This is an optimization exercise on Yosys and OpenROAD, whose aim is small area, a short achievable clock period and few clock cycles per item, not a production implementation. Function was checked by simulation only, so behaviour that the tests miss may differ from the original.

==> flow/design.v (outline; a module is shown in full before it is edited, if it fits) <==
// module dnn_fa: 11 lines
// module dnn_ha: 9 lines
// module configurable_dnn_accelerator: 2380 lines
module configurable_dnn_accelerator (
    input clk,
    input rst_n,
    input start,
    input load_params,
    input [7:0] param_data,
    input [3:0] param_addr,       
    input param_valid,
    input [7:0] input_data_0,
    input [7:0] input_data_1,
    input [7:0] input_data_2,
    input [7:0] input_data_3,
    output [15:0] output_data_0,
    output [15:0] output_data_1,
    output reg done,
    output reg valid,
    output reg params_loaded
);
  // ...
==> flow/run.sh <==
#!/bin/bash
# synth_recipe.tcl (not shown) runs the flow's synth.tcl, then flattens the netlist and writes it again
# the make line also repeats each setting of config.mk as NAME=value (left out here)
make -C /OpenROAD-flow-scripts/flow DESIGN_CONFIG=/design/flow/config.mk WORK_HOME=/design/flow/orfs CLKGATE_MAP_FILE= SYNTH_SCRIPT=/design/flow/synth_recipe.tcl finish
==> flow/config.mk <==
export PLATFORM = sky130hd
export DESIGN_NAME = configurable_dnn_accelerator
export DESIGN_NICKNAME = configurable_dnn_accelerator
export VERILOG_FILES = /design/flow/design.v
export SDC_FILE = /design/flow/constraint.sdc
export NUM_CORES = 4
export LEC_CHECK = 0
export ABC_CLOCK_PERIOD_IN_PS = 6000
export CAP_MARGIN = 20
export CORE_MARGIN = 2
export CORE_UTILIZATION = 40
export SETUP_SLACK_MARGIN = 1.0
export SLEW_MARGIN = 20
export SYNTH_HIERARCHICAL = 1
==> flow/constraint.sdc <==
create_clock -name core_clock -period 9.0 [get_ports {clk}]
set_input_delay 1.8000 -clock core_clock [delete_from_list [all_inputs] [get_ports {clk}]]
set_output_delay 1.8000 -clock core_clock [all_outputs]
set_load 0.01 [all_outputs]
==> impl_metrics.toml, run 1 <==
[final_layout]
regMostFlops = "p"
largest_reg_flops = 224
multi_input_cells = 2717
seq_area_um2 = 7680
drive_above_1_share_pct = 8.98

[drt]
ant_nets = 0
drc = 0

[yosys]
synth-xor-area-share_pct = 1.40
synth-main-ff-cell = "edfxtp_1"
synth_top_family_by_area = "adder cells"
synth_mux_area_share_pct = 0.110
syn_inst = 3214
synth_common_cells = "fa_1, nand2_1, edfxtp_1, ha_1, and2_1"

[sta]
worst_slew_pin_slew_ns = 0.971
fin_crit_sh_pct = 90.6
relSlewSlack_pct = 35.1
whs_ns = 0.489
fmax_ghz = 0.123

[global_route]
grt_pass1_wl_mm = 179
antenna_found_initial = 0
grt_overflow_total = 0
grtUsageMet3_pct = 5.97
gr-usage-met1_pct = 32.8

[worst_setup_path]
critPathTopFamily = "adder cells"
r2r-start = "p[4][1]"
path_buf_inv = 2
critPathArrivalTime_ns = 6.35
crit_cells = 17
worst_r2r_path_depth = 15
rr_endpoint = "h1[7]"
crit_path_end_kind = "primary output"
worstPathMaxFanout = 3

[hold_path]
whs_path_depth = 0
hold_class = "reg2reg"

[clock_tree]
cts_sinks = 257
cts-root-buf = "clkbuf_16"
htree_num_levels = 1

[job]
cap_viol_max_count = 0

[run_status]
status = "no timing/DRC/antenna violations"

[placement]
placed_cells = 4451
Testbench counts, summed over its fixed seeds: cycles 1,016, inferences 512.
==> run 2, diff against run 1 <==
--- a/flow/config.mk
+++ b/flow/config.mk
@@ -6,9 +6,7 @@
 export NUM_CORES = 4
 export LEC_CHECK = 0
-export ABC_CLOCK_PERIOD_IN_PS = 6000
 export CAP_MARGIN = 20
 export CORE_MARGIN = 2
 export CORE_UTILIZATION = 40
-export SETUP_SLACK_MARGIN = 1.0
 export SLEW_MARGIN = 20
 export SYNTH_HIERARCHICAL = 1
==> run 2 against run 1 <==
Still clean. Critical path depth is 2 lower. Non-clock buffer count fell by 30. Wire length shrank 0.74%. Clock-buffer cell count did not move. Critical endpoint unchanged.
==> impl_metrics.toml, run 2 <==
[final_layout]
largest_reg_flops = 224
final_area_um2 = 42500
final_net_count = 4492
nFillCells = 8925
multiInputGateArea_um2 = 30100
final_util_pct = 44.1
regMostFlops = "p"
drive_above_1_share_pct = 6.05
layout_common_cells = "fa_1, nand2_1, edfxtp_1, ha_1, and2_1"
area_growth_pct = 9.66
seq_area_um2 = 7680
layout_commonest_cell = "fa_1"
stdcell_count = 4531

[clock_tree]
cts_buffers = 30
htree_num_levels = 1
cts_hold_buf = 0
cts_sinks = 257
cts-root-buf = "clkbuf_16"
clk_path_buf_depth = 3
cts.clk_slew.worst_paths_ns = 0.06
cts_tree = "yes"
clock_latency_ns = 0.63

[worst_setup_path]
crit_path_start_kind = "register"
crit_top_cell = "fa_1"
worstPathMaxFanout = 9
crit_chain = "nand2_1 -> fa_1 -> fa_1 -> fa_1 -> fa_1 -> fa_1 -> fa_1 -> ha_1 -> and3_1 -> a21boi_1 -> a2111oi_4 -> o31ai_1 -> a21oi_1 -> xnor2_1 -> clkdlybuf4s50_1"
critPathSlowestCell = "edfxtp_1"
worstPathRequired_ns = 7.20
crit_path_end_kind = "primary output"
worst-setup-path-type = "reg2out"
critPathArrivalTime_ns = 6.92
slowest_delay_ns = 0.80

[yosys]
synth_common_cells = "fa_1, nand2_1, edfxtp_1, ha_1, and2_1"
synth_edf_count = 249
yosysMostFrequentCell = "fa_1"
ys_types = 62
syn-num-nets = 4475
yosysTopAreaCell = "fa_1"
synth-warning-count = 8
synth-async-reset-ratio_pct = 3.11
synthTopCellsByArea = "fa_1, edfxtp_1, nand2_1, ha_1, and2_1"
synth_area_um2 = 38700
avgSynthCellArea_um2 = 12.0
yosysSeqAreaShare_pct = 19.8
synth-main-ff-cell = "edfxtp_1"
synth-seq-cells = 257
synth_top_area_share_pct = 55.0
syn_inst = 3214

[drt]
via_per_inst = 5.56
avgRoutedWirePerCell_um = 25.6
drc = 0
vias = 25200
ant_nets = 0
first_pass_iters = 5
routed_wl_mm = 116
drtIter0Drc = 2394

[global_route]
grt_max_degree = 143
grt_pass1_vias = 28300
antenna_found_initial = 0
grtUsageTotal_pct = 24.4
grt_pass1_wl_mm = 178
grt_overflow_total = 0

[die]
io_pins = 84
floorplan.initialDensity_pct = 40.2
die_y_um = 315
rows = 114
core_area_um2 = 96300
dieWidth_um = 315
dieArea_um2 = 99300

[sta]
relSlewSlack_pct = 34.6
hold_viol = 0
setup_viol = 0
clock_skew_ns = 0.0432
slew_violations = 0
worst_slack_ns = 0.284
whs_ns = 0.489
fmax_ghz = 0.115
worst_slew_pin_slew_ns = 0.978
fin_crit_sh_pct = 96.8
grt_setup_unrepaired = "false"
finalCriticalPeriod_ns = 8.72
fin_setup_tns_ns = 0

[placement]
dp_slack_ns = 0.525
postPlaceCellArea_um2 = 41100
io_buffers = 79
placed_cells = 4451
dp_hpwl_mm = 89.7
place.gp.congestion = 0.944

[job]
cap_viol_max_count = 0

[hold_path]
hold_class = "reg2reg"

[run_status]
status = "no timing/DRC/antenna violations"
-- run 2: cell count changes in the layout (fill, tap and decap cells not counted), moves of 8 or more --
| cell | delta |
|---|---|
| clkdlybuf4s50_1 | +20 |
| fa_1 | +18 |
| fa_2 | -18 |
| buf_4 | -11 |
| buf_6 | -9 |
| ha_1 | +8 |
-- run 2: modules after synthesis, one instance, submodules excluded --
module	area (um^2)	times used	cells inside
dnn_fa	20.0	1059	1
configurable_dnn_accelerator	16700	1	2087
dnn_ha	12.5	68	1
-- run 2: logic make-up (layout without fill, tap and decap cells) --
family	after synthesis	after routing	share of synthesized area, %
AND/OR/NAND/NOR	1285	1285	13.8
adder cells (fa/ha/maj)	1212	1212	59.8
flip-flops	257	257	19.8
buffers and inverters	240	280	2.34
AO/OA/AOI/OAI	156	156	2.76
XOR/XNOR	60	60	1.40
multiplexers	4	4	0.110
other	0	1	0
-- run 2: final cells by class --
type	count	area share (%)
diodes	1	0.00589
repair buffers	204	4.31
clock inverters	23	0.843
multi-input cells	2717	71.0
flip-flops and latches	257	18.1
clock buffers	32	1.79
well taps	1276	3.76
inverters	21	0.203
-- run 2: final timing paths --
kind,from,endpoint,slack (ns),cells past startpoint
hold reg to reg,p[22][0],p[21][0],0.49,0
max in group asynchronous,rst_n,valid,7.30,1
min in group asynchronous,rst_n,load_cnt[3],1.45,1
hold / removal,p[22][0],p[21][0],0.49,0
setup reg to reg,p[4][1],h1[3],2.62,15
setup / recovery,h2[4],output_data_1[15],0.28,15
-- run 2: timing repair --
| item | 4_1_cts | 5_1_grt |
|---|---|---|
| gates resized for setup | 0 | 1 |
| cloned | 0 | 0 |
| setup endpoints to repair | 1 | 3 |
| buffers inserted | 5 | 19 |
-- run 2: worst max-delay path: cells and delay by family, from the launching register on --
| kind | cells | cell delay [ns] |
|---|---|---|
| AOI/OAI and AO/OA | 4 | 0.93 |
| xor gates and xnor gates | 1 | 0.21 |
| and+or+nand+nor | 2 | 0.42 |
| DFF | 1 | 0.80 |
| buffers and inverters | 1 | 0.58 |
| adders and majority gates | 7 | 3.32 |
-- run 2: layer usage --
layer	vias to the layer above	global-route usage, %	part of all wire (%)
met5	-	0	0
met4	0	7.62	3.6
met3	224	5.85	10
met2	1442	39.4	48
met1	13400	32.6	38
li1	10100	-	-
==> run 3, diff against run 2 <==
--- a/flow/config.mk
+++ b/flow/config.mk
@@ -6,7 +6,9 @@
 export NUM_CORES = 4
 export LEC_CHECK = 0
+export ABC_CLOCK_PERIOD_IN_PS = 5000
 export CAP_MARGIN = 20
 export CORE_MARGIN = 2
 export CORE_UTILIZATION = 40
+export SETUP_SLACK_MARGIN = 2.0
 export SLEW_MARGIN = 20
 export SYNTH_HIERARCHICAL = 1
==> run 3 against run 2 <==
Sequential share of layout area down 1.2 points. First-iteration DRC count up 10%. Synthesized cell count unchanged. Register-to-register slack worse by 0.04 ns. Area after synthesis unchanged. Global-route usage up 1.2 points. Flip-flop and latch count unchanged. Utilization up 3.1 points. Wire length up 8.1%.
==> impl_metrics.toml, run 3 <==
[final_layout]
final_net_count = 4640
nFillCells = 8553
regMostFlops = "p"
layout_commonest_cell = "nand2_1"
final_util_pct = 47.2
layout_common_cells = "nand2_1, fa_1, edfxtp_1, buf_4, and2_1"
drive_above_1_share_pct = 17.4
largest_reg_flops = 224
area_growth_pct = 17.4
multiInputGateArea_um2 = 31100
seq_area_um2 = 7680

[yosys]
synth-main-ff-cell = "edfxtp_1"
synth-seq-cells = 257
avgSynthCellArea_um2 = 12.0
synth_fa_ha_area_share_pct = 59.8
yosysTopAreaCell = "fa_1"
synth_top_area_share_pct = 55.0
ys_types = 62
synth_edf_count = 249
synth_compound_area_share_pct = 2.76
synth_top_family_by_area = "adder cells"
synthTopCellsByArea = "fa_1, edfxtp_1, nand2_1, ha_1, and2_1"
synth_mux_area_share_pct = 0.110
synth_common_cells = "fa_1, nand2_1, edfxtp_1, ha_1, and2_1"
synth-async-reset-ratio_pct = 3.11
synth-warning-count = 8
synthSimpleGateAreaFrac_pct = 13.8
synth-xor-area-share_pct = 1.40
syn_inst = 3214
syn-num-nets = 4475
synth_area_um2 = 38700
yosysMostFrequentCell = "fa_1"
yosysSeqAreaShare_pct = 19.8

[die]
dieWidth_um = 315
floorplan.initialDensity_pct = 40.2
dieArea_um2 = 99300
die_y_um = 315
rows = 114
core_area_um2 = 96300
io_pins = 84

[placement]
place.gp.congestion = 0.912
io_buffers = 79
dp_hpwl_mm = 89.3

[sta]
hold_viol = 0
finalCriticalPeriod_ns = 8.05
clock_skew_ns = 0.0143
fin_setup_tns_ns = 0
setup_viol = 0
fmax_ghz = 0.124
relSlewSlack_pct = 31.5
worst_slew_pin_slew_ns = 1.03
fin_crit_sh_pct = 89.4
slew_violations = 0
grt_setup_unrepaired = "true"

[global_route]
grt_overflow_total = 0
grtUsageMet3_pct = 6.81
gr-usage-met1_pct = 32.7
antenna_found_initial = 1
grtUsageTotal_pct = 25.6
grt_util_met2_pct = 41.2
top_usage_layer = "met2"
grt_pass1_vias = 29400
grt_pass1_wl_mm = 186
grt_max_degree = 138

[worst_setup_path]
critPathArrivalTime_ns = 6.25
crit_path_start_kind = "register"
worst-setup-path-type = "reg2out"
critPathSlowestCell = "fa_1"
rr_endpoint = "h1[5]"
crit_path_start = "h0[0]"
r2r_setup_slack_ns = 2.58
crit_top_cell = "fa_1"
crit_chain = "buf_6 -> and2_4 -> fa_2 -> fa_2 -> fa_1 -> fa_1 -> fa_2 -> fa_1 -> fa_1 -> ha_4 -> and3_4 -> a21boi_4 -> a2111oi_4 -> o31ai_2 -> a21oi_2 -> xnor2_1 -> buf_2"
worstPathRequired_ns = 7.20
critPathTopFamily = "adder cells"
slowest_delay_ns = 0.58
r2r-start = "p[6][4]"
path_buf_inv = 2
crit_path_end_kind = "primary output"
worst_r2r_path_depth = 17
worstPathMaxFanout = 3

[hold_path]
hold_class = "reg2reg"
min_to = "p[19][0]"
whs_path_depth = 0
min_from = "p[20][0]"

[clock_tree]
cts_buffers = 31
htree_num_levels = 1
cts_tree = "yes"
clk_path_buf_depth = 3
clock_latency_ns = 0.64
cts.clk_slew.worst_paths_ns = 0.06
cts-root-buf = "clkbuf_16"
cts_sinks = 257

[drt]
via_per_inst = 5.61
routed_wl_mm = 125
vias = 26300
drtIter0Drc = 2638
ant_nets = 0
drc = 0
avgRoutedWirePerCell_um = 26.7
first_pass_iters = 6

[job]
cap_viol_max_count = 0

[run_status]
status = "no timing/DRC/antenna violations"
[run 3: cell count changes in the layout (fill, tap and decap cells not counted), moves of 39 or more]
cell / before / now
buf_12: 8 / 47
fa_1: 1063 / 989
clkdlybuf4s50_1: 79 / 25
buf_4: 117 / 175
buf_6: 0 / 40
fa_2: 0 / 74
[run 3: final cells by class]
type | count | share of cell area, %
diodes | 1 | 0.00550
clock buffers | 31 | 1.71
well taps | 1276 | 3.51
clock inverters | 27 | 0.556
repair buffers | 351 | 8.77
multi-input cells | 2717 | 68.4
flip-flops and latches | 257 | 16.9
inverters | 21 | 0.187
[run 3: worst max path at each step]
stage | to | cells after the start
CTS | output_data_1[15] | 18
global placement | h0[7] | 17
detailed placement | h0[5] | 17
floorplan | h1[7] | 16
finish | output_data_1[15] | 17
global route | output_data_0[14] | 19
[run 3: through the flow]
step	hold WS, ns	area (um^2)	setup slack [ns]	instances
5_1_grt	0.476	45500	0.824	4680
2_1_floorplan	0.424	39000	1.87	3214
4_1_cts	0.458	44100	0.841	4613
6_report	0.456	45500	0.955	4681
3_3_place_gp	0.457	41300	0.440	4447
3_5_place_dp	0.454	41300	0.418	4447
[run 3: cell families (layout without fill, tap and decap cells)]
| kind of cell | Yosys count | after routing |
|---|---|---|
| and+or+nand+nor | 1285 | 1285 |
| adders and majority gates | 1212 | 1212 |
| DFF | 257 | 257 |
| buffers and inverters | 240 | 430 |
| AOI/OAI and AO/OA | 156 | 156 |
| xor gates and xnor gates | 60 | 60 |
| muxes | 4 | 4 |
| other | 0 | 1 |
[run 3: timing repair]
item	CTS	global route
hold buffers	0	0
buffers inserted	93	59
pin swaps	90	127
endpoints found under the setup margin	46	44
resized for setup	361	243
cloned	15	8
[run 3: routing by layer]
layer	wire, um	up-vias
li1	-	10500
met1	45300	13900
met2	59300	1513
met3	13100	340
met4	7450	0
met5	0	-
[run 3: worst register-to-register path: cells and delay by family (launching register included)]
kind | cells | cell delay, ns
xor gates and xnor gates | 1 | 0.11
and+or+nand+nor | 2 | 0.41
adders and majority gates | 8 | 3.92
buffers and inverters | 1 | 0.17
DFF | 1 | 0.71
AOI/OAI and AO/OA | 5 | 0.95
[run 3: Yosys stat by module (local to each module, per instance)]
module | times used | cells
configurable_dnn_accelerator | 1 | 2087
dnn_ha | 68 | 1
dnn_fa | 1059 | 1
==> run 4, diff against run 3 <==
==> flow/flow/run.sh (new file) <==
#!/bin/bash
# Layout: the standard flow (standard.sh, unchanged synthesis, floorplan,
# power grid, placement, CTS and routing), with one change: the port buffers
# that global placement inserts are sky130_fd_sc_hd__buf_4 cells.  Left to
# itself buffer_ports picks clkdlybuf4s50_1, a delay cell, and the timing
# repair (footprint-matched on sky130hd) cannot swap it for a faster buffer.
# Every input and output port still gets its buffer.
set -euo pipefail
export BUFFER_PORTS_ARGS="-buffer_cell sky130_fd_sc_hd__buf_4"
bash standard.sh > standard.log 2>&1
==> flow/standard.sh (new file) <==
#!/bin/bash
# synth_recipe.tcl (not shown) runs the flow's synth.tcl, then flattens the netlist and writes it again
# the make line also repeats each setting of config.mk as NAME=value (left out here)
make -C /OpenROAD-flow-scripts/flow DESIGN_CONFIG=/design/flow/config.mk WORK_HOME=/design/flow/orfs CLKGATE_MAP_FILE= SYNTH_SCRIPT=/design/flow/synth_recipe.tcl "${@:-finish}"
--- a/flow/config.mk
+++ b/flow/config.mk
@@ -6,9 +6,10 @@
 export NUM_CORES = 4
 export LEC_CHECK = 0
-export ABC_CLOCK_PERIOD_IN_PS = 5000
+export ABC_CLOCK_PERIOD_IN_PS = 6000
 export CAP_MARGIN = 20
 export CORE_MARGIN = 2
-export CORE_UTILIZATION = 40
-export SETUP_SLACK_MARGIN = 2.0
+export CORE_UTILIZATION = 60
+export PLACE_DENSITY = 0.75
+export SETUP_SLACK_MARGIN = 1.5
 export SLEW_MARGIN = 20
 export SYNTH_HIERARCHICAL = 1
removed: flow/run.sh
==> run 4 against run 3 <==
Still clean. Sequential share of layout area rose by 1.3 points. Cell area decreased by 7.2%. Flip-flop and latch count unchanged. Area after synthesis did not move. Worst setup slack improved by 0.081 ns.
==> impl_metrics.toml, run 4 <==
[placement]
place.gp.congestion = 0.999
io_buffers = 79
dp_hpwl_mm = 83.5

[final_layout]
final_net_count = 4485
area_growth_pct = 8.94
layout_common_cells = "fa_1, nand2_1, edfxtp_1, buf_4, and2_1"
layout_commonest_cell = "fa_1"
largest_reg_flops = 224
multiInputGateArea_um2 = 30600
drive_above_1_share_pct = 10.8
regMostFlops = "p"
nFillCells = 4547
antennaDiodeCount = 0
seq_area_um2 = 7680

[worst_setup_path]
crit_path_end_kind = "primary output"
worst_r2r_path_depth = 16
r2r-start = "p[6][7]"
critPathArrivalTime_ns = 6.16
worstPathRequired_ns = 7.20
crit_path_start_kind = "register"
rr_endpoint = "h1[5]"
worst-setup-path-type = "reg2out"
worstPathMaxFanout = 16
r2r_setup_slack_ns = 2.62

[yosys]
synth-async-reset-ratio_pct = 3.11
syn_inst = 3214
synth_edf_count = 249
synth-main-ff-cell = "edfxtp_1"
synthSimpleGateAreaFrac_pct = 13.8
synth_mux_area_share_pct = 0.110
synth_common_cells = "fa_1, nand2_1, edfxtp_1, ha_1, and2_1"
yosysSeqAreaShare_pct = 19.8
synth-xor-area-share_pct = 1.40
synth_top_area_share_pct = 55.0
syn-num-nets = 4475
synth-seq-cells = 257
synth_fa_ha_area_share_pct = 59.8
yosysTopAreaCell = "fa_1"
yosysMostFrequentCell = "fa_1"
synth_top_family_by_area = "adder cells"
synth-warning-count = 8
ys_types = 62
synth_area_um2 = 38700
synthTopCellsByArea = "fa_1, edfxtp_1, nand2_1, ha_1, and2_1"
avgSynthCellArea_um2 = 12.0
synth_compound_area_share_pct = 2.76

[drt]
ant_nets = 0
routed_wl_mm = 115
avgRoutedWirePerCell_um = 27.9
drc = 0
drtIter0Drc = 3229
first_pass_iters = 8
vias = 26800
via_per_inst = 6.54

[sta]
setup_viol = 0
grt_setup_unrepaired = "true"
fin_crit_sh_pct = 88.5
hold_viol = 0
clock_skew_ns = 0.0484
slew_violations = 0
fin_setup_tns_ns = 0
fmax_ghz = 0.126
worst_slew_pin_slew_ns = 1.08
whs_ns = 0.501
finalCriticalPeriod_ns = 7.96
relSlewSlack_pct = 28.2

[clock_tree]
cts_sinks = 257
cts.clk_slew.worst_paths_ns = 0.07
cts_hold_buf = 0
clock_latency_ns = 0.65
htree_num_levels = 1
clk_path_buf_depth = 3
cts-root-buf = "clkbuf_16"
cts_tree = "yes"
cts_buffers = 30

[global_route]
grt_max_degree = 83
grt_pass1_wl_mm = 178
grtUsageMet3_pct = 11.5
antenna_found_initial = 3
gr-usage-met1_pct = 45.1
grt_pass1_vias = 30400
grt_util_met2_pct = 55.9
grtUsageTotal_pct = 36.1
top_usage_layer = "met2"
grt_overflow_total = 0

[die]
dieWidth_um = 258
rows = 93
die_y_um = 258
core_area_um2 = 64100
io_pins = 84
floorplan.initialDensity_pct = 60.4
dieArea_um2 = 66600

[run_status]
status = "no timing/DRC/antenna violations"

[hold_path]
min_to = "p[18][4]"
whs_path_depth = 0
hold_class = "reg2reg"
min_from = "p[19][4]"

[job]
cap_viol_max_count = 0
[run 4: cell counts after synthesis]
No cell type changed its count.
[run 4: final cells by class]
| cell class | instances | area share, % |
|---|---|---|
| well taps | 855 | 2.54 |
| flip-flops and latches | 257 | 18.2 |
| multi-input cells | 2717 | 72.6 |
| repair buffers | 197 | 3.96 |
| inverters | 21 | 0.196 |
| clock inverters | 25 | 0.721 |
| clock buffers | 31 | 1.79 |
[run 4: cell families (layout without fill, tap and decap cells)]
family,after synthesis,after routing
simple gates,1285,1285
mux,4,4
compound gates,156,156
buf+inv,240,274
fa+ha+maj,1212,1212
flops,257,257
xor+xnor,60,60
[run 4: per-stage QoR]
step                      setup WS (ns)  cell area [um^2]  utilization, %  instances
final                              1.04             42200            65.8       4103
after CTS                         0.963             41700            65.0       4080
after floorplan                    1.60             38700               -       3214
after global routing              0.927             42200            65.8       4103
after global placement             1.05             39700            61.9       3949
after detailed placement           1.01             39700            61.9       3949
[run 4: routing by layer]
metal / share of wire [%] / routed length, um
met3: 14 / 15900
met2: 47 / 53700
met4: 7.0 / 8030
met1: 32 / 37000
met5: 0.024 / 28
[run 4: worst max-delay path, stage by stage, from the launching register on]
cell	delay [ns]
edfxtp_1	0.36
buf_6	0.21
nand2_1	0.11
fa_1	0.45
fa_1	0.53
fa_1	0.44
fa_1	0.49
fa_1	0.40
fa_1	0.51
fa_1	0.47
ha_4	0.33
and3_4	0.22
a21boi_4	0.23
a2111oi_4	0.08
o31ai_2	0.28
a21oi_2	0.09
xnor2_1	0.18
buf_4	0.14
[run 4: worst max-delay path by stage]
stage,start,end,slack (ns),cells past startpoint
2_1_floorplan,input_data_0[7],h1[7],1.60,16
3_3_place_gp,h0[5],output_data_1[15],1.05,16
3_5_place_dp,h0[5],output_data_1[15],1.01,16
4_1_cts,h0[5],output_data_1[15],0.96,17
5_1_grt,h0[6],output_data_1[15],0.93,18
6_report,h1[7],output_data_1[15],1.04,17
[run 4: timing repair]
| action | in CTS | in global routing |
|---|---|---|
| resized for setup | 64 | 62 |
| setup endpoints to repair | 17 | 17 |
| setup buffers | 74 | 22 |
| pin swaps | 48 | 44 |
| cloned | 1 | 1 |
[run 4: per-module statistics from Yosys (local to each module, per instance)]
module                        flip-flops and latches  times used
dnn_fa                                             0        1059
configurable_dnn_accelerator                     257           1
dnn_ha                                             0          68
==> run 5, diff against run 4 <==
--- a/flow/config.mk
+++ b/flow/config.mk
@@ -9,6 +9,5 @@
 export CAP_MARGIN = 20
 export CORE_MARGIN = 2
-export CORE_UTILIZATION = 60
-export PLACE_DENSITY = 0.75
+export CORE_UTILIZATION = 40
 export SETUP_SLACK_MARGIN = 1.5
 export SLEW_MARGIN = 20
==> run 5 against run 4 <==
Non-clock buffer count up 10. Critical path type unchanged. Utilization shrank 21 points. Sequential share of layout area down 0.22 points. Via count fell by 5.5%. Wire length rose by 1.7%. Still clean.
==> impl_metrics.toml, run 5 <==
[yosys]
synth_edf_count = 249
yosysSeqAreaShare_pct = 19.8
syn_inst = 3214
synth_common_cells = "fa_1, nand2_1, edfxtp_1, ha_1, and2_1"
synth-warning-count = 8
synth-async-reset-ratio_pct = 3.11
synth-seq-cells = 257
avgSynthCellArea_um2 = 12.0
ys_types = 62
yosysTopAreaCell = "fa_1"
syn-num-nets = 4475
synth_area_um2 = 38700
yosysMostFrequentCell = "fa_1"
synth-main-ff-cell = "edfxtp_1"
synthTopCellsByArea = "fa_1, edfxtp_1, nand2_1, ha_1, and2_1"
synth_top_area_share_pct = 55.0

[sta]
hold_viol = 0
grt_setup_unrepaired = "true"
fmax_ghz = 0.126
setup_viol = 0
finalCriticalPeriod_ns = 7.92
relSlewSlack_pct = 32.6
fin_setup_tns_ns = 0
fin_crit_sh_pct = 88.0
slew_violations = 0
clock_skew_ns = 0.0563
worst_slew_pin_slew_ns = 1.01

[worst_setup_path]
slowest_delay_ns = 0.55
worstPathRequired_ns = 7.20
critPathArrivalTime_ns = 6.12
worst-setup-path-type = "reg2out"
critPathSlowestCell = "fa_1"
crit_chain = "buf_4 -> buf_6 -> nand2_4 -> fa_2 -> fa_1 -> fa_1 -> fa_1 -> fa_2 -> fa_2 -> fa_1 -> ha_4 -> and3_4 -> a21boi_4 -> a2111oi_4 -> o31ai_2 -> a21oi_2 -> xnor2_1 -> buf_4"
crit_path_end_kind = "primary output"
crit_top_cell = "fa_1"
worstPathMaxFanout = 4
crit_path_start_kind = "register"

[clock_tree]
cts_buffers = 30
clock_latency_ns = 0.63
htree_num_levels = 1
clk_path_buf_depth = 3
cts.clk_slew.worst_paths_ns = 0.06
cts_tree = "yes"
cts_sinks = 257
cts_hold_buf = 0
cts-root-buf = "clkbuf_16"

[die]
rows = 114
floorplan.initialDensity_pct = 40.2
io_pins = 84
core_area_um2 = 96300
die_y_um = 315
dieWidth_um = 315
dieArea_um2 = 99300

[drt]
first_pass_iters = 5
vias = 25400
via_per_inst = 5.59
ant_nets = 0
routed_wl_mm = 117
avgRoutedWirePerCell_um = 25.7
drtIter0Drc = 2459
drc = 0

[global_route]
grtUsageTotal_pct = 24.5
grt_pass1_wl_mm = 180
grt_max_degree = 84
grt_overflow_total = 0
antenna_found_initial = 0
grt_pass1_vias = 28700

[final_layout]
regMostFlops = "p"
final_net_count = 4495
final_util_pct = 44.3
layout_common_cells = "fa_1, nand2_1, edfxtp_1, buf_4, and2_1"
drive_above_1_share_pct = 10.9
area_growth_pct = 10.3
layout_commonest_cell = "fa_1"
largest_reg_flops = 224

[hold_path]
hold_class = "reg2reg"

[placement]
io_buffers = 79
place.gp.congestion = 0.927
dp_hpwl_mm = 86.2

[job]
cap_viol_max_count = 0

[run_status]
status = "no timing/DRC/antenna violations"
## run 5: cell counts after synthesis
Identical to the previous run, type by type.
## run 5: modules after synthesis (local to each module, per instance)
module,area [um^2],times used,flip-flops and latches
configurable_dnn_accelerator,16700,1,257
dnn_ha,12.5,68,0
dnn_fa,20.0,1059,0
## run 5: cells by family after synthesis
kind of cell,share of synthesized area (%)
and+or+nand+nor,13.8
adders and majority gates,59.8
DFF,19.8
buffers and inverters,2.34
AOI/OAI and AO/OA,2.76
xor gates and xnor gates,1.40
muxes,0.110
## run 5: final cells by class
| cell class | instances | area, um^2 |
|---|---|---|
| Sequential cell | 257 | 7680 |
| Antenna cell | 1 | 2.50 |
| Inverter | 21 | 82.6 |
| Multi-Input combinational cell | 2717 | 30600 |
| Tap cell | 1276 | 1600 |
| Clock buffer | 32 | 758 |
| Clock inverter | 23 | 186 |
| Fill cell | 8878 | 53600 |
| Timing Repair Buffer | 207 | 1820 |
## run 5: repair_timing
action                                  CTS  global route
gates resized for setup                  88            37
pin swaps                                43            38
setup buffers                            76            25
hold endpoints to repair                  0             0
endpoints found under the setup margin   15            17
## run 5: metrics by stage
step	hold WS, ns	cells	cell area (um^2)	worst slack [ns]
6_report	0.466	4534	42700	1.08
2_1_floorplan	0.424	3214	38700	1.60
5_1_grt	0.495	4533	42700	0.864
4_1_cts	0.479	4507	42300	0.925
3_5_place_dp	0.479	4376	40300	1.12
3_3_place_gp	0.478	4376	40300	1.14
## run 5: final timing paths
check	from	endpoint	slack (ns)	depth (start not counted)
setup / recovery	h0[6]	output_data_1[15]	1.08	18
min in group asynchronous	rst_n	load_cnt[0]	0.97	1
max in group asynchronous	rst_n	load_cnt[4]	7.90	1
setup reg to reg	p[4][0]	h1[7]	2.71	15
hold reg to reg	p[19][4]	p[18][4]	0.47	0
hold / removal	p[19][4]	p[18][4]	0.47	0
## run 5: worst max-delay path, delay by kind of cell, from the launching register on
| kind | cells | cell delay (ns) |
|---|---|---|
| buffers and inverters | 3 | 0.40 |
| flip-flops | 1 | 0.45 |
| XOR/XNOR | 1 | 0.18 |
| AO/OA/AOI/OAI | 4 | 0.72 |
| adder cells (fa/ha/maj) | 8 | 3.50 |
| AND/OR/NAND/NOR | 2 | 0.23 |
## run 5: metal layers
metal / GRT usage [%] / wire, um
met1: 33.0 / 44700
met2: 39.4 / 56200
met3: 5.52 / 11200
met4: 8.29 / 4470
met5: 0 / 0
==> run 6, diff against run 5 <==
--- a/flow/config.mk
+++ b/flow/config.mk
@@ -10,5 +10,5 @@
 export CORE_MARGIN = 2
 export CORE_UTILIZATION = 40
-export SETUP_SLACK_MARGIN = 1.5
+export SETUP_SLACK_MARGIN = 0.5
 export SLEW_MARGIN = 20
 export SYNTH_HIERARCHICAL = 1
==> run 6 against run 5 <==
Die area is the same. Clock-buffer cell count shrank 2. Register-to-register slack lost 0.16 ns. Cell area shrank 3.2%. Utilization shrank 1.4 points. Non-clock buffer count shrank 91. Clock skew shrank 0.019 ns. Flip-flop and latch count is the same. Wire length shrank 2.4%. Still clean. Critical endpoint unchanged.
==> impl_metrics.toml, run 6 <==
[clock_tree]
clk_path_buf_depth = 3
cts-root-buf = "clkbuf_16"
cts_hold_buf = 0
clock_latency_ns = 0.63
htree_num_levels = 1
cts_sinks = 257
cts_tree = "yes"
cts_buffers = 29
cts.clk_slew.worst_paths_ns = 0.07

[hold_path]
whs_path_depth = 0
hold_class = "reg2reg"

[yosys]
ys_types = 62
synth-seq-cells = 257
syn-num-nets = 4475
synth_common_cells = "fa_1, nand2_1, edfxtp_1, ha_1, and2_1"
synth_edf_count = 249
yosysMostFrequentCell = "fa_1"
synth-async-reset-ratio_pct = 3.11
yosysTopAreaCell = "fa_1"
yosysSeqAreaShare_pct = 19.8
synth_top_area_share_pct = 55.0
syn_inst = 3214
synth-main-ff-cell = "edfxtp_1"
avgSynthCellArea_um2 = 12.0
synth_area_um2 = 38700
synth-warning-count = 8
synthTopCellsByArea = "fa_1, edfxtp_1, nand2_1, ha_1, and2_1"

[global_route]
grt_pass1_vias = 27800
grtUsageTotal_pct = 23.9
grt_max_degree = 116
antenna_found_initial = 0
grt_pass1_wl_mm = 176
grt_overflow_total = 0

[drt]
drtIter0Drc = 2613
via_per_inst = 5.58
first_pass_iters = 7
vias = 24800
avgRoutedWirePerCell_um = 25.6
routed_wl_mm = 114
drc = 0
ant_nets = 0

[die]
rows = 114
floorplan.initialDensity_pct = 40.2
die_y_um = 315
dieWidth_um = 315
io_pins = 84
dieArea_um2 = 99300
core_area_um2 = 96300

[sta]
worst_slack_ns = 0.666
clock_skew_ns = 0.0368
hold_viol = 0
finalCriticalPeriod_ns = 8.33
whs_ns = 0.488
slew_violations = 0
fin_crit_sh_pct = 92.6
setup_viol = 0
worst_slew_pin_slew_ns = 0.925
fin_setup_tns_ns = 0
relSlewSlack_pct = 38.3
grt_setup_unrepaired = "true"
fmax_ghz = 0.120

[worst_setup_path]
rr_endpoint = "h1[3]"
worstPathRequired_ns = 7.20
critPathCapture = "output_data_1[15]"
worst-setup-path-type = "reg2out"
worstPathMaxFanout = 9
crit_path_start_kind = "register"
r2r_setup_slack_ns = 2.55
crit_path_start = "p[15][4]"
worst_r2r_path_depth = 15
crit_path_end_kind = "primary output"
r2r-start = "p[4][0]"
critPathArrivalTime_ns = 6.53

[placement]
dp_hpwl_mm = 85.9
place.gp.congestion = 0.924
dp_slack_ns = 1.03
io_buffers = 79

[job]
cap_viol_max_count = 0

[final_layout]
regMostFlops = "p"
layout_commonest_cell = "fa_1"
final_net_count = 4403
antennaDiodeCount = 0
drive_above_1_share_pct = 5.91
largest_reg_flops = 224
area_growth_pct = 6.78
nFillCells = 8994
layout_common_cells = "fa_1, nand2_1, edfxtp_1, ha_1, and2_1"

[run_status]
status = "no timing/DRC/antenna violations"
-- run 6: through the flow --
step	instances	utilization [%]	area (um^2)
3_5_place_dp	4379	41.9	40300
6_report	4441	42.9	41300
2_1_floorplan	3214	-	38700
4_1_cts	4433	42.9	41300
3_3_place_gp	4379	41.9	40300
5_1_grt	4441	42.9	41300
-- run 6: worst min path at each step --
stage	startpoint	endpoint	slack, ns
after floorplan	p[1][4]	p[0][4]	0.42
after global placement	p[22][0]	p[21][0]	0.48
after detailed placement	p[20][0]	p[19][0]	0.48
after CTS	p[22][0]	p[21][0]	0.49
after global routing	p[20][0]	p[19][0]	0.51
final	p[22][0]	p[21][0]	0.49
-- run 6: metal layers --
| metal | track usage [%] | routed length, um | vias to the layer above |
|---|---|---|---|
| met5 | 0 | 0 | - |
| met4 | 7.25 | 3850 | 0 |
| met3 | 4.90 | 11200 | 218 |
| met2 | 38.6 | 55100 | 1346 |
| met1 | 32.8 | 43600 | 13300 |
| li1 | - | - | 9955 |
-- run 6: cells by family (layout without fill, tap and decap cells) --
| group | count (synthesis) | after routing | share of synthesized area, % |
|---|---|---|---|
| flip-flops | 257 | 257 | 19.8 |
| AO/OA/AOI/OAI | 156 | 156 | 2.76 |
| adder cells (fa/ha/maj) | 1212 | 1212 | 59.8 |
| buffers and inverters | 240 | 191 | 2.34 |
| AND/OR/NAND/NOR | 1285 | 1285 | 13.8 |
| multiplexers | 4 | 4 | 0.110 |
| XOR/XNOR | 60 | 60 | 1.40 |
-- run 6: modules after synthesis, one instance, submodules excluded --
module	cells	flip-flops and latches
configurable_dnn_accelerator	2087	257
dnn_fa	1	0
dnn_ha	1	0
-- run 6: critical path, cell delays in order, from the launching register on --
cell,delay (ns)
edfxtp_1,0.64
nand2_1,0.13
fa_1,0.41
fa_1,0.58
fa_1,0.45
fa_1,0.50
fa_1,0.40
fa_1,0.51
fa_1,0.42
ha_1,0.33
and3_1,0.24
nor2b_1,0.19
a2111oi_4,0.47
o31ai_1,0.14
a21oi_1,0.23
xnor2_1,0.15
buf_4,0.14
-- run 6: cell type report --
class	count	area, um^2	area share (%)
Multi-Input combinational cell	2717	30100	72.9
Sequential cell	257	7680	18.6
Tap cell	1276	1600	3.86
Timing Repair Buffer	116	883	2.14
Clock buffer	30	729	1.76
Clock inverter	24	219	0.530
Inverter	21	86.3	0.209
-- run 6: timing repair --
action                                  in CTS  in global routing
buffers inserted                             0                  8
endpoints found under the setup margin       1                  2
gates resized for setup                      1                  2
pin swaps                                    0                  2
==> run 7, diff against run 6 <==
--- a/flow/config.mk
+++ b/flow/config.mk
@@ -10,5 +10,5 @@
 export CORE_MARGIN = 2
 export CORE_UTILIZATION = 40
-export SETUP_SLACK_MARGIN = 0.5
+export SETUP_SLACK_MARGIN = 1.0
 export SLEW_MARGIN = 20
 export SYNTH_HIERARCHICAL = 1
==> run 7 against run 6 <==
Die area unchanged. Worst setup slack better by 0.39 ns. Sequential share of layout area down 0.42 points. Clock skew up 0.0025 ns. Register-to-register slack about the same. Clock-buffer cell count unchanged. Cell area up 2.3%. Worst hold slack worse by 0.0023 ns. Via count up 1.6%. Synthesized cell count unchanged. Critical path type unchanged. Critical endpoint unchanged. Highest routed layer unchanged.
==> impl_metrics.toml, run 7 <==
[run_status]
status = "no timing/DRC/antenna violations"

[hold_path]
hold_class = "reg2reg"

[global_route]
grtUsageTotal_pct = 24.2
grt_pass1_vias = 28000
grt_max_degree = 116
grt_overflow_total = 0
grt_pass1_wl_mm = 177
antenna_found_initial = 0

[clock_tree]
cts_tree = "yes"
clock_latency_ns = 0.64
cts_buffers = 29
clk_path_buf_depth = 3
cts_sinks = 257
cts-root-buf = "clkbuf_16"
cts_hold_buf = 0
htree_num_levels = 1
cts.clk_slew.worst_paths_ns = 0.07

[worst_setup_path]
worst-setup-path-type = "reg2out"
path_buf_inv = 3
slowest_delay_ns = 0.63
critPathTopFamily = "adder cells"
critPathArrivalTime_ns = 6.15
crit_path_end_kind = "primary output"
worstPathRequired_ns = 7.20
crit_path_start_kind = "register"
crit_top_cell = "fa_1"
worstPathMaxFanout = 4
crit_chain = "buf_8 -> nand2_1 -> fa_2 -> fa_1 -> fa_1 -> fa_1 -> fa_2 -> fa_1 -> fa_1 -> ha_4 -> and3_4 -> nor2b_4 -> a2111oi_4 -> buf_4 -> o31ai_4 -> a21oi_2 -> xnor2_1 -> buf_4"
critPathSlowestCell = "fa_1"

[final_layout]
layout_common_cells = "nand2_1, fa_1, edfxtp_1, buf_4, and2_1"
stdcell_count = 4504
final_net_count = 4465
largest_reg_flops = 224
seq_area_um2 = 7680
multiInputGateArea_um2 = 30500
nFillCells = 8932
regMostFlops = "p"
drive_above_1_share_pct = 9.58
area_growth_pct = 9.24
final_area_um2 = 42300

[drt]
vias = 25200
ant_nets = 0
first_pass_iters = 6
via_per_inst = 5.59
drc = 0
routed_wl_mm = 116
drtIter0Drc = 2516
avgRoutedWirePerCell_um = 25.7

[die]
rows = 114
die_y_um = 315
dieArea_um2 = 99300
core_area_um2 = 96300
io_pins = 84
dieWidth_um = 315
floorplan.initialDensity_pct = 40.2

[sta]
fin_setup_tns_ns = 0
fin_crit_sh_pct = 88.3
slew_violations = 0
whs_ns = 0.486
setup_viol = 0
fmax_ghz = 0.126
relSlewSlack_pct = 40.0
clock_skew_ns = 0.0393
grt_setup_unrepaired = "true"
worst_slew_pin_slew_ns = 0.899
finalCriticalPeriod_ns = 7.95
hold_viol = 0

[yosys]
synth-seq-cells = 257
ys_types = 62
syn_inst = 3214
yosysSeqAreaShare_pct = 19.8
synth_edf_count = 249
synth_top_area_share_pct = 55.0
synth_common_cells = "fa_1, nand2_1, edfxtp_1, ha_1, and2_1"
synth-async-reset-ratio_pct = 3.11
synth-main-ff-cell = "edfxtp_1"
yosysMostFrequentCell = "fa_1"
syn-num-nets = 4475
yosysTopAreaCell = "fa_1"
synth-warning-count = 8
synth_area_um2 = 38700
avgSynthCellArea_um2 = 12.0
synthTopCellsByArea = "fa_1, edfxtp_1, nand2_1, ha_1, and2_1"

[job]
cap_viol_max_count = 0

[placement]
io_buffers = 79
postPlaceCellArea_um2 = 40300
placed_cells = 4379
place.gp.congestion = 0.924
dp_hpwl_mm = 85.9
run 7: final timing paths:
check,from,end,slack (ns),cells after the start
worst min-delay path,p[22][0],p[21][0],0.49,0
max in group asynchronous,rst_n,valid,7.88,1
min in group asynchronous,rst_n,loading,0.99,1
worst max-delay path,h0[5],output_data_1[15],1.05,18
worst min register to register,p[22][0],p[21][0],0.49,0
worst max register to register,p[6][4],h1[3],2.55,14
run 7: modules after synthesis, one instance, submodules excluded:
module	flops+latches	cells inside	area, um^2
dnn_ha	0	1	12.5
configurable_dnn_accelerator	257	2087	16700
dnn_fa	0	1	20.0
run 7: layer usage:
layer	wire length, um	up-vias	part of all wire (%)	GRT usage, %
met3	11500	237	9.9	4.83
met1	44000	13400	38	33.1
met2	55900	1447	48	38.9
met5	0	-	0	0
met4	4260	0	3.7	7.64
li1	-	10100	-	-
run 7: cells by family after synthesis:
group | Yosys count | share of synthesized area (%)
muxes | 4 | 0.110
AOI/OAI and AO/OA | 156 | 2.76
buffers and inverters | 240 | 2.34
xor gates and xnor gates | 60 | 1.40
and+or+nand+nor | 1285 | 13.8
adders and majority gates | 1212 | 59.8
DFF | 257 | 19.8
run 7: area by class of cell:
class,count,area share (%)
diodes,1,0.00592
clock inverters,24,0.518
repair buffers,178,3.56
clock buffers,30,1.72
well taps,1276,3.78
multi-input cells,2717,72.1
flip-flops and latches,257,18.2
inverters,21,0.204
run 7: stage by stage:
| step | setup slack, ns | util [%] |
|---|---|---|
| after floorplan | 1.43 | - |
| after global placement | 1.07 | 41.9 |
| after detailed placement | 1.03 | 41.9 |
| after CTS | 0.865 | 43.5 |
| after global routing | 0.892 | 43.9 |
| final | 1.05 | 43.9 |
run 7: repair_timing:
item                       CTS  global route
hold endpoints to repair     0             0
buffers inserted            42            27
gates resized for setup     41            44
setup endpoints to repair   10             9
pin swaps                   25            36
gates cloned                 0             1
==> run 8, diff against run 7 <==
--- a/flow/config.mk
+++ b/flow/config.mk
@@ -10,4 +10,6 @@
 export CORE_MARGIN = 2
 export CORE_UTILIZATION = 40
+export CTS_CLUSTER_DIAMETER = 80
+export CTS_CLUSTER_SIZE = 30
 export SETUP_SLACK_MARGIN = 1.0
 export SLEW_MARGIN = 20
==> run 8 against run 7 <==
Non-clock buffer count is 4 higher. Maximum frequency increased by 0.15%. Die area unchanged. Register-to-register slack gained 0.02 ns.
==> impl_metrics.toml, run 8 <==
[die]
rows = 114
io_pins = 84
core_area_um2 = 96300
floorplan.initialDensity_pct = 40.2
die_y_um = 315
dieWidth_um = 315
dieArea_um2 = 99300

[placement]
place.gp.congestion = 0.924
dp_slack_ns = 1.03
io_buffers = 79
postPlaceCellArea_um2 = 40300
dp_hpwl_mm = 85.9

[global_route]
grt_pass1_wl_mm = 176
antenna_found_initial = 1
grt_overflow_total = 0
grtUsageTotal_pct = 24.0
grt_pass1_vias = 28000
grt_max_degree = 116

[sta]
worst_slack_ns = 1.06
fmax_ghz = 0.126
grt_setup_unrepaired = "true"
finalCriticalPeriod_ns = 7.94
worst_slew_pin_slew_ns = 0.878
hold_viol = 0
fin_crit_sh_pct = 88.2
whs_ns = 0.501
slew_violations = 0
setup_viol = 0
fin_setup_tns_ns = 0
relSlewSlack_pct = 41.5
clock_skew_ns = 0.0345

[yosys]
synth-seq-cells = 257
syn-num-nets = 4475
syn_inst = 3214
synth-warning-count = 8
synthTopCellsByArea = "fa_1, edfxtp_1, nand2_1, ha_1, and2_1"
synth-async-reset-ratio_pct = 3.11
synth_common_cells = "fa_1, nand2_1, edfxtp_1, ha_1, and2_1"
ys_types = 62
synth-main-ff-cell = "edfxtp_1"
yosysSeqAreaShare_pct = 19.8
avgSynthCellArea_um2 = 12.0
synth_top_area_share_pct = 55.0
synth_edf_count = 249
yosysTopAreaCell = "fa_1"
synth_area_um2 = 38700
yosysMostFrequentCell = "fa_1"

[worst_setup_path]
r2r_setup_slack_ns = 2.57
critPathArrivalTime_ns = 6.14
crit_path_start_kind = "register"
critPathTopFamily = "adder cells"
path_buf_inv = 2
r2r-start = "p[6][4]"
crit_path_end_kind = "primary output"
worst_r2r_path_depth = 14
crit_top_cell = "fa_1"
crit_chain = "and2_4 -> fa_2 -> fa_1 -> fa_1 -> fa_2 -> fa_2 -> fa_1 -> fa_1 -> ha_4 -> and3_4 -> nor2b_4 -> a2111oi_4 -> buf_4 -> o31ai_4 -> a21oi_2 -> xnor2_1 -> buf_4"
critPathSlowestCell = "edfxtp_1"
worstPathMaxFanout = 4
worst-setup-path-type = "reg2out"
worstPathRequired_ns = 7.20
slowest_delay_ns = 0.54
rr_endpoint = "h1[3]"

[final_layout]
layout_common_cells = "fa_1, nand2_1, edfxtp_1, buf_4, and2_1"
layout_commonest_cell = "fa_1"
final_net_count = 4459
largest_reg_flops = 224
drive_above_1_share_pct = 8.84
final_area_um2 = 42100
regMostFlops = "p"
final_util_pct = 43.7
area_growth_pct = 8.66

[clock_tree]
cts_buffers = 19
htree_num_levels = 1
clock_latency_ns = 0.58
cts.clk_slew.worst_paths_ns = 0.10
cts_hold_buf = 0
cts_tree = "yes"
cts_sinks = 257
cts-root-buf = "clkbuf_16"
clk_path_buf_depth = 3

[drt]
drtIter0Drc = 2464
ant_nets = 0
routed_wl_mm = 115
drc = 0
avgRoutedWirePerCell_um = 25.7
first_pass_iters = 8
vias = 25100
via_per_inst = 5.58

[hold_path]
whs_path_depth = 0
min_to = "p[21][0]"
min_from = "p[22][0]"
hold_class = "reg2reg"

[job]
cap_viol_max_count = 0

[run_status]
status = "no timing/DRC/antenna violations"
==> run 8: cell counts after synthesis <==
Identical to the previous run, type by type.
==> run 8: through the flow <==
stage,cells
3_3_place_gp,4379
2_1_floorplan,3214
6_report,4488
5_1_grt,4487
3_5_place_dp,4379
4_1_cts,4451
==> run 8: metal layers <==
| metal | vias to the layer above | GRT usage (%) | wire (um) |
|---|---|---|---|
| met3 | 217 | 4.84 | 11100 |
| met5 | - | 0 | 0 |
| li1 | 10100 | - | - |
| met1 | 13400 | 32.7 | 43900 |
| met4 | 0 | 7.58 | 4280 |
| met2 | 1351 | 38.9 | 55800 |
==> run 8: per-module statistics from Yosys (local to each module, per instance) <==
module | flip-flops and latches | copies in the design | cells inside | area, um^2
dnn_fa | 0 | 1059 | 1 | 20.0
configurable_dnn_accelerator | 257 | 1 | 2087 | 16700
dnn_ha | 0 | 68 | 1 | 12.5
==> run 8: cell type report <==
| class | instances | area [um^2] |
|---|---|---|
| tap | 1276 | 1600 |
| clock inverter | 15 | 213 |
| inverter | 21 | 86.3 |
| fill | 8941 | 54200 |
| antenna | 1 | 2.50 |
| sequential | 257 | 7680 |
| multi-input combinational | 2717 | 30400 |
| clock buffer | 19 | 475 |
| timing repair buffer | 182 | 1570 |
==> run 8: how the worst max path moves through the flow <==
stage / from / end / slack, ns / cells after the start
after detailed placement: h0[2] / output_data_1[15] / 1.03 / 17
after global placement: p[15][3] / output_data_1[15] / 1.07 / 16
final: h0[0] / output_data_1[15] / 1.06 / 17
after floorplan: param_valid / load_cnt[4] / 1.43 / 5
after CTS: h0[0] / output_data_1[15] / 0.90 / 17
after global routing: h0[3] / output_data_1[15] / 0.88 / 19
==> run 8: repair_timing <==
action,in CTS,in global routing
endpoints found under the setup margin,9,9
hold endpoints to repair,0,0
resized for setup,34,40
gates cloned,0,1
setup buffers,38,35
pin swaps,15,27
==> run 8: cells by family (layout without fill, tap and decap cells) <==
family	after synthesis	in the layout	share of synthesized area, %
mux	4	4	0.110
xor+xnor	60	60	1.40
simple gates	1285	1285	13.8
other cells	0	1	0
fa+ha+maj	1212	1212	59.8
flops	257	257	19.8
compound gates	156	156	2.76
buf+inv	240	237	2.34
==> run 9, diff against run 8 <==
--- a/flow/config.mk
+++ b/flow/config.mk
@@ -10,6 +10,6 @@
 export CORE_MARGIN = 2
 export CORE_UTILIZATION = 40
-export CTS_CLUSTER_DIAMETER = 80
-export CTS_CLUSTER_SIZE = 30
+export CTS_CLUSTER_DIAMETER = 50
+export CTS_CLUSTER_SIZE = 20
 export SETUP_SLACK_MARGIN = 1.0
 export SLEW_MARGIN = 20
==> run 9 against run 8 <==
Non-clock buffer count grew 9. Critical path depth stayed put. Synthesized cell count did not move. First-iteration DRC count rose by 3.3%. Final cell count is 0.71% higher. Die area unchanged. Worst hold slack lost 0.015 ns. Critical path type unchanged.
==> impl_metrics.toml, run 9 <==
[hold_path]
hold_class = "reg2reg"
min_to = "p[21][0]"
whs_path_depth = 0
min_from = "p[22][0]"

[final_layout]
area_growth_pct = 10.2
regMostFlops = "p"
final_area_um2 = 42700
largest_reg_flops = 224
layout_commonest_cell = "fa_1"
drive_above_1_share_pct = 10.5
final_net_count = 4480
final_util_pct = 44.3
stdcell_count = 4520
layout_common_cells = "fa_1, nand2_1, edfxtp_1, buf_4, and2_1"

[worst_setup_path]
path_buf_inv = 2
worst_r2r_path_depth = 15
slowest_delay_ns = 0.54
worst-setup-path-type = "reg2out"
worstPathRequired_ns = 7.20
r2r-start = "p[4][0]"
crit_chain = "and2_4 -> fa_2 -> fa_1 -> fa_1 -> fa_2 -> fa_2 -> fa_1 -> fa_1 -> ha_4 -> and3_4 -> a21boi_4 -> a2111oi_4 -> buf_6 -> o31ai_4 -> a21oi_2 -> xnor2_1 -> buf_4"
worstPathMaxFanout = 4
crit_top_cell = "fa_1"
critPathArrivalTime_ns = 6.17
crit_path_start_kind = "register"
rr_endpoint = "h1[3]"
critPathTopFamily = "adder cells"
crit_path_end_kind = "primary output"
r2r_setup_slack_ns = 2.56
critPathSlowestCell = "fa_1"

[drt]
avgRoutedWirePerCell_um = 25.6
routed_wl_mm = 116
ant_nets = 0
via_per_inst = 5.58
drtIter0Drc = 2545
vias = 25200
drc = 0
first_pass_iters = 5

[yosys]
yosysSeqAreaShare_pct = 19.8
synth-async-reset-ratio_pct = 3.11
synth_area_um2 = 38700
synth-seq-cells = 257
synth-main-ff-cell = "edfxtp_1"
synth_top_area_share_pct = 55.0
synth_common_cells = "fa_1, nand2_1, edfxtp_1, ha_1, and2_1"
synthTopCellsByArea = "fa_1, edfxtp_1, nand2_1, ha_1, and2_1"
syn-num-nets = 4475
yosysMostFrequentCell = "fa_1"
syn_inst = 3214
synth_edf_count = 249
yosysTopAreaCell = "fa_1"
avgSynthCellArea_um2 = 12.0
synth-warning-count = 8
ys_types = 62

[global_route]
grt_pass1_vias = 28300
grt_overflow_total = 0
gr-usage-met1_pct = 32.8
grtUsageTotal_pct = 24.3
grt_pass1_wl_mm = 178
grt_util_met2_pct = 39.2
grt_max_degree = 116
grtUsageMet3_pct = 5.06
antenna_found_initial = 0
top_usage_layer = "met2"

[clock_tree]
clock_latency_ns = 0.66
cts.clk_slew.worst_paths_ns = 0.07
cts_sinks = 257
cts-root-buf = "clkbuf_16"
cts_tree = "yes"
cts_buffers = 31
cts_hold_buf = 0
clk_path_buf_depth = 3
htree_num_levels = 1

[die]
core_area_um2 = 96300
rows = 114
io_pins = 84
dieWidth_um = 315
floorplan.initialDensity_pct = 40.2
dieArea_um2 = 99300
die_y_um = 315

[job]
cap_viol_max_count = 0

[placement]
dp_slack_ns = 1.03
postPlaceCellArea_um2 = 40300
placed_cells = 4379
dp_hpwl_mm = 85.9
io_buffers = 79
place.gp.congestion = 0.924

[sta]
worst_slew_pin_slew_ns = 0.881
whs_ns = 0.485
finalCriticalPeriod_ns = 7.97
grt_setup_unrepaired = "true"
worst_slack_ns = 1.03
setup_viol = 0
clock_skew_ns = 0.0331
hold_viol = 0
fin_crit_sh_pct = 88.5
fmax_ghz = 0.126
fin_setup_tns_ns = 0
slew_violations = 0
relSlewSlack_pct = 41.3

[run_status]
status = "no timing/DRC/antenna violations"
## run 9: cells by family after synthesis
group / Yosys count / share of synthesized area, %
AND/OR/NAND/NOR: 1285 / 13.8
multiplexers: 4 / 0.110
adder cells (fa/ha/maj): 1212 / 59.8
flip-flops: 257 / 19.8
XOR/XNOR: 60 / 1.40
buffers and inverters: 240 / 2.34
AO/OA/AOI/OAI: 156 / 2.76
## run 9: layout make-up
class,instances,area [um^2]
Antenna cell,1,2.50
Clock buffer,31,776
Clock inverter,26,348
Fill cell,8884,53600
Inverter,21,86.3
Multi-Input combinational cell,2717,30500
Sequential cell,257,7680
Tap cell,1276,1600
Timing Repair Buffer,191,1660
## run 9: timing repair
item	4_1_cts	5_1_grt
setup buffers	65	18
gates resized for setup	60	46
gates cloned	0	0
hold endpoints to repair	0	0
pin swaps	39	51
endpoints found under the setup margin	10	9
## run 9: per-layer routing
metal | routed length, um | share of wire (%)
met1 | 43600 | 38
met2 | 56000 | 48
met3 | 11500 | 9.9
met4 | 4540 | 3.9
met5 | 0 | 0
## run 9: modules after synthesis, one instance, submodules excluded
module	copies in the design	cell area, um^2	cells inside
dnn_ha	68	12.5	1
configurable_dnn_accelerator	1	16700	2087
dnn_fa	1059	20.0	1
## run 9: how the worst max path moves through the flow
| stage | cells after the start | to | slack (ns) | startpoint |
|---|---|---|---|---|
| 2_1_floorplan | 5 | load_cnt[4] | 1.43 | param_valid |
| 3_3_place_gp | 16 | output_data_1[15] | 1.07 | p[15][3] |
| 3_5_place_dp | 17 | output_data_1[15] | 1.03 | h0[2] |
| 4_1_cts | 17 | output_data_1[15] | 0.82 | h0[0] |
| 5_1_grt | 18 | output_data_1[15] | 0.88 | h0[5] |
| 6_report | 17 | output_data_1[15] | 1.03 | h0[0] |
==> run 10, diff against run 9 <==
--- a/flow/config.mk
+++ b/flow/config.mk
@@ -7,10 +7,8 @@
 export LEC_CHECK = 0
 export ABC_CLOCK_PERIOD_IN_PS = 6000
-export CAP_MARGIN = 20
+export CAP_MARGIN = 0
 export CORE_MARGIN = 2
 export CORE_UTILIZATION = 40
-export CTS_CLUSTER_DIAMETER = 50
-export CTS_CLUSTER_SIZE = 20
-export SETUP_SLACK_MARGIN = 1.0
-export SLEW_MARGIN = 20
+export SETUP_SLACK_MARGIN = 1.5
+export SLEW_MARGIN = 0
 export SYNTH_HIERARCHICAL = 1
==> run 10 against run 9 <==
Via count about the same. Clock-buffer cell count unchanged. Area after synthesis unchanged. Critical path depth decreased by 1. Cell area decreased by 0.37%. Non-clock buffer count increased by 2. Still clean on timing, DRC and antenna. Critical path type unchanged. Clock skew decreased by 0.011 ns.
==> impl_metrics.toml, run 10 <==
[worst_setup_path]
crit_path_end_kind = "primary output"
worst-setup-path-type = "reg2out"
crit_path_start = "h0[0]"
crit_path_start_kind = "register"
worstPathRequired_ns = 7.20
r2r-start = "p[4][0]"
worstPathMaxFanout = 3
critPathArrivalTime_ns = 6.09

[sta]
hold_viol = 0
worst_slack_ns = 1.11
fin_crit_sh_pct = 87.7
worst_slew_pin_slew_ns = 1.14
fin_setup_tns_ns = 0
finalCriticalPeriod_ns = 7.89
clock_skew_ns = 0.0222
grt_setup_unrepaired = "true"
setup_viol = 0
relSlewSlack_pct = 23.4
slew_violations = 0
fmax_ghz = 0.127

[final_layout]
area_growth_pct = 9.83
layout_common_cells = "fa_1, nand2_1, edfxtp_1, buf_4, and2_1"
final_util_pct = 44.2
final_net_count = 4480
largest_reg_flops = 224
regMostFlops = "p"
drive_above_1_share_pct = 10.5
layout_commonest_cell = "fa_1"

[clock_tree]
cts_hold_buf = 0
cts_tree = "yes"
cts-root-buf = "clkbuf_16"
clock_latency_ns = 0.61
clk_path_buf_depth = 3
cts_buffers = 29
cts_sinks = 257
cts.clk_slew.worst_paths_ns = 0.06
htree_num_levels = 1

[yosys]
syn_inst = 3214
syn-num-nets = 4475
synth-warning-count = 8
synth_area_um2 = 38700
ys_types = 62
synth_common_cells = "fa_1, nand2_1, edfxtp_1, ha_1, and2_1"
synth-main-ff-cell = "edfxtp_1"
synth_mux_area_share_pct = 0.110
synth-xor-area-share_pct = 1.40
synth_edf_count = 249
yosysMostFrequentCell = "fa_1"
avgSynthCellArea_um2 = 12.0
synthSimpleGateAreaFrac_pct = 13.8
yosysTopAreaCell = "fa_1"
synth_top_family_by_area = "adder cells"
synth_top_area_share_pct = 55.0
synth_fa_ha_area_share_pct = 59.8
synth-async-reset-ratio_pct = 3.11
synthTopCellsByArea = "fa_1, edfxtp_1, nand2_1, ha_1, and2_1"
synth_compound_area_share_pct = 2.76
synth-seq-cells = 257
yosysSeqAreaShare_pct = 19.8

[die]
rows = 114
dieArea_um2 = 99300
die_y_um = 315
dieWidth_um = 315
floorplan.initialDensity_pct = 40.2
core_area_um2 = 96300
io_pins = 84

[placement]
dp_hpwl_mm = 86.2
dp_slack_ns = 1.13
place.gp.congestion = 0.927
io_buffers = 79

[global_route]
grt_pass1_wl_mm = 179
grt_max_degree = 84
grt_pass1_vias = 28600
grt_overflow_total = 0
grtUsageTotal_pct = 24.4
antenna_found_initial = 0

[drt]
drc = 0
first_pass_iters = 6
routed_wl_mm = 116
ant_nets = 0
via_per_inst = 5.58
avgRoutedWirePerCell_um = 25.7
drtIter0Drc = 2467
vias = 25200

[hold_path]
hold_class = "reg2reg"
min_from = "p[22][0]"

[run_status]
status = "no timing/DRC/antenna violations"

[job]
cap_viol_max_count = 0
==> run 10: cell counts after synthesis <==
Identical to the previous run, type by type.
==> run 10: cell families (layout without fill, tap and decap cells) <==
kind of cell	count (synthesis)	in the layout
compound gates	156	156
xor+xnor	60	60
fa+ha+maj	1212	1212
buf+inv	240	268
flops	257	257
mux	4	4
other cells	0	1
simple gates	1285	1285
==> run 10: final timing paths <==
check	endpoint	slack [ns]	cells past startpoint
worst max register to register	h1[3]	2.63	15
worst max-delay path	output_data_1[15]	1.11	16
worst min register to register	p[21][0]	0.49	0
min in group asynchronous	params_loaded	1.01	1
max in group asynchronous	load_cnt[1]	7.86	1
worst min-delay path	p[21][0]	0.49	0
==> run 10: area by class of cell <==
| cell class | instances | area [um^2] |
|---|---|---|
| repair buffers | 193 | 1650 |
| clock inverters | 23 | 210 |
| inverters | 21 | 82.6 |
| clock buffers | 31 | 733 |
| diodes | 1 | 2.50 |
| multi-input cells | 2717 | 30600 |
| well taps | 1276 | 1600 |
| flip-flops and latches | 257 | 7680 |
| fillers | 8836 | 53800 |
==> run 10: metrics by stage <==
step	hold slack, ns	cells	instance area, um^2
finish	0.488	4519	42500
global route	0.509	4518	42500
CTS	0.493	4511	42300
detailed placement	0.479	4376	40300
global placement	0.478	4376	40300
floorplan	0.424	3214	38700
==> run 10: routing by layer <==
metal	global-route usage, %	wire length, um	vias up
li1	-	-	10100
met4	8.61	4740	0
met5	0	0	-
met3	5.80	11600	256
met1	32.4	43900	13500
met2	39.2	55700	1354
==> run 10: what timing repair did <==
action | in CTS | in global routing
pin swaps | 43 | 48
setup buffers | 81 | 7
setup endpoints to repair | 14 | 16
resized for setup | 76 | 47
endpoints found under the hold margin | 0 | 0
==> run 10: critical path: stages, from the launching register on <==
cell	delay (ns)
edfxtp_1	0.53
and2_4	0.21
fa_2	0.36
fa_1	0.56
fa_1	0.43
fa_1	0.50
fa_2	0.36
fa_1	0.45
fa_1	0.54
ha_4	0.21
and3_4	0.15
a21boi_4	0.14
a2111oi_4	0.43
o31ai_2	0.14
a21oi_2	0.18
xnor2_1	0.15
buf_4	0.15
==> run 10: per-module statistics from Yosys (local to each module, per instance) <==
module | cells inside | copies in the design | area, um^2 | flops+latches
configurable_dnn_accelerator | 2087 | 1 | 16700 | 257
dnn_fa | 1 | 1059 | 20.0 | 0
dnn_ha | 1 | 68 | 12.5 | 0

-- port drivers added, routing unchanged --
How much do the figures lean on ideal ports? The routed layouts below were timed once more, with nothing changed but the port constraints. Step 1: set_driving_cell puts a clkbuf_16 on clk and a buf_2 on each other input, an assumption about the parent block. Step 2 adds t to the input delays and takes it off the output delays; t is the mean of the earliest and latest rising clock arrival at the registers after step 1. Input paths then give back, and output paths get back, about the clock's delay inside the block. a / b / c = ideal / step 1 / step 2; a / b = the first two.
run	t, ns	setup WS [ns]	worst setup path after step 2	clock arrival spread, ns
run 1	0.665	0.846 / 0.784 / 0.597	input to register	0.043 / 0.043
run 2	0.671	0.284 / 0.222 / 0.431	input to register	0.054 / 0.054
run 3	0.694	0.955 / 0.889 / 1.355	input to register	0.015 / 0.014
run 4	0.685	1.036 / 0.973 / 1.087	input to register	0.051 / 0.051
run 5	0.671	1.078 / 1.012 / 1.135	input to register	0.058 / 0.057
run 6	0.681	0.666 / 0.602 / 1.006	input to register	0.040 / 0.040
run 7	0.687	1.051 / 0.983 / 1.009	input to register	0.042 / 0.042
run 8	0.633	1.063 / 0.995 / 1.076	input to register	0.036 / 0.036
run 9	0.704	1.032 / 0.967 / 1.015	input to register	0.033 / 0.033
run 10	0.670	1.110 / 1.040 / 1.077	input to register	0.022 / 0.022
After both steps every run listed still meets setup and hold. For run 1, which loses most, drivers alone change the setup slack by -0.062 ns; drivers and shift together by -0.249 ns.
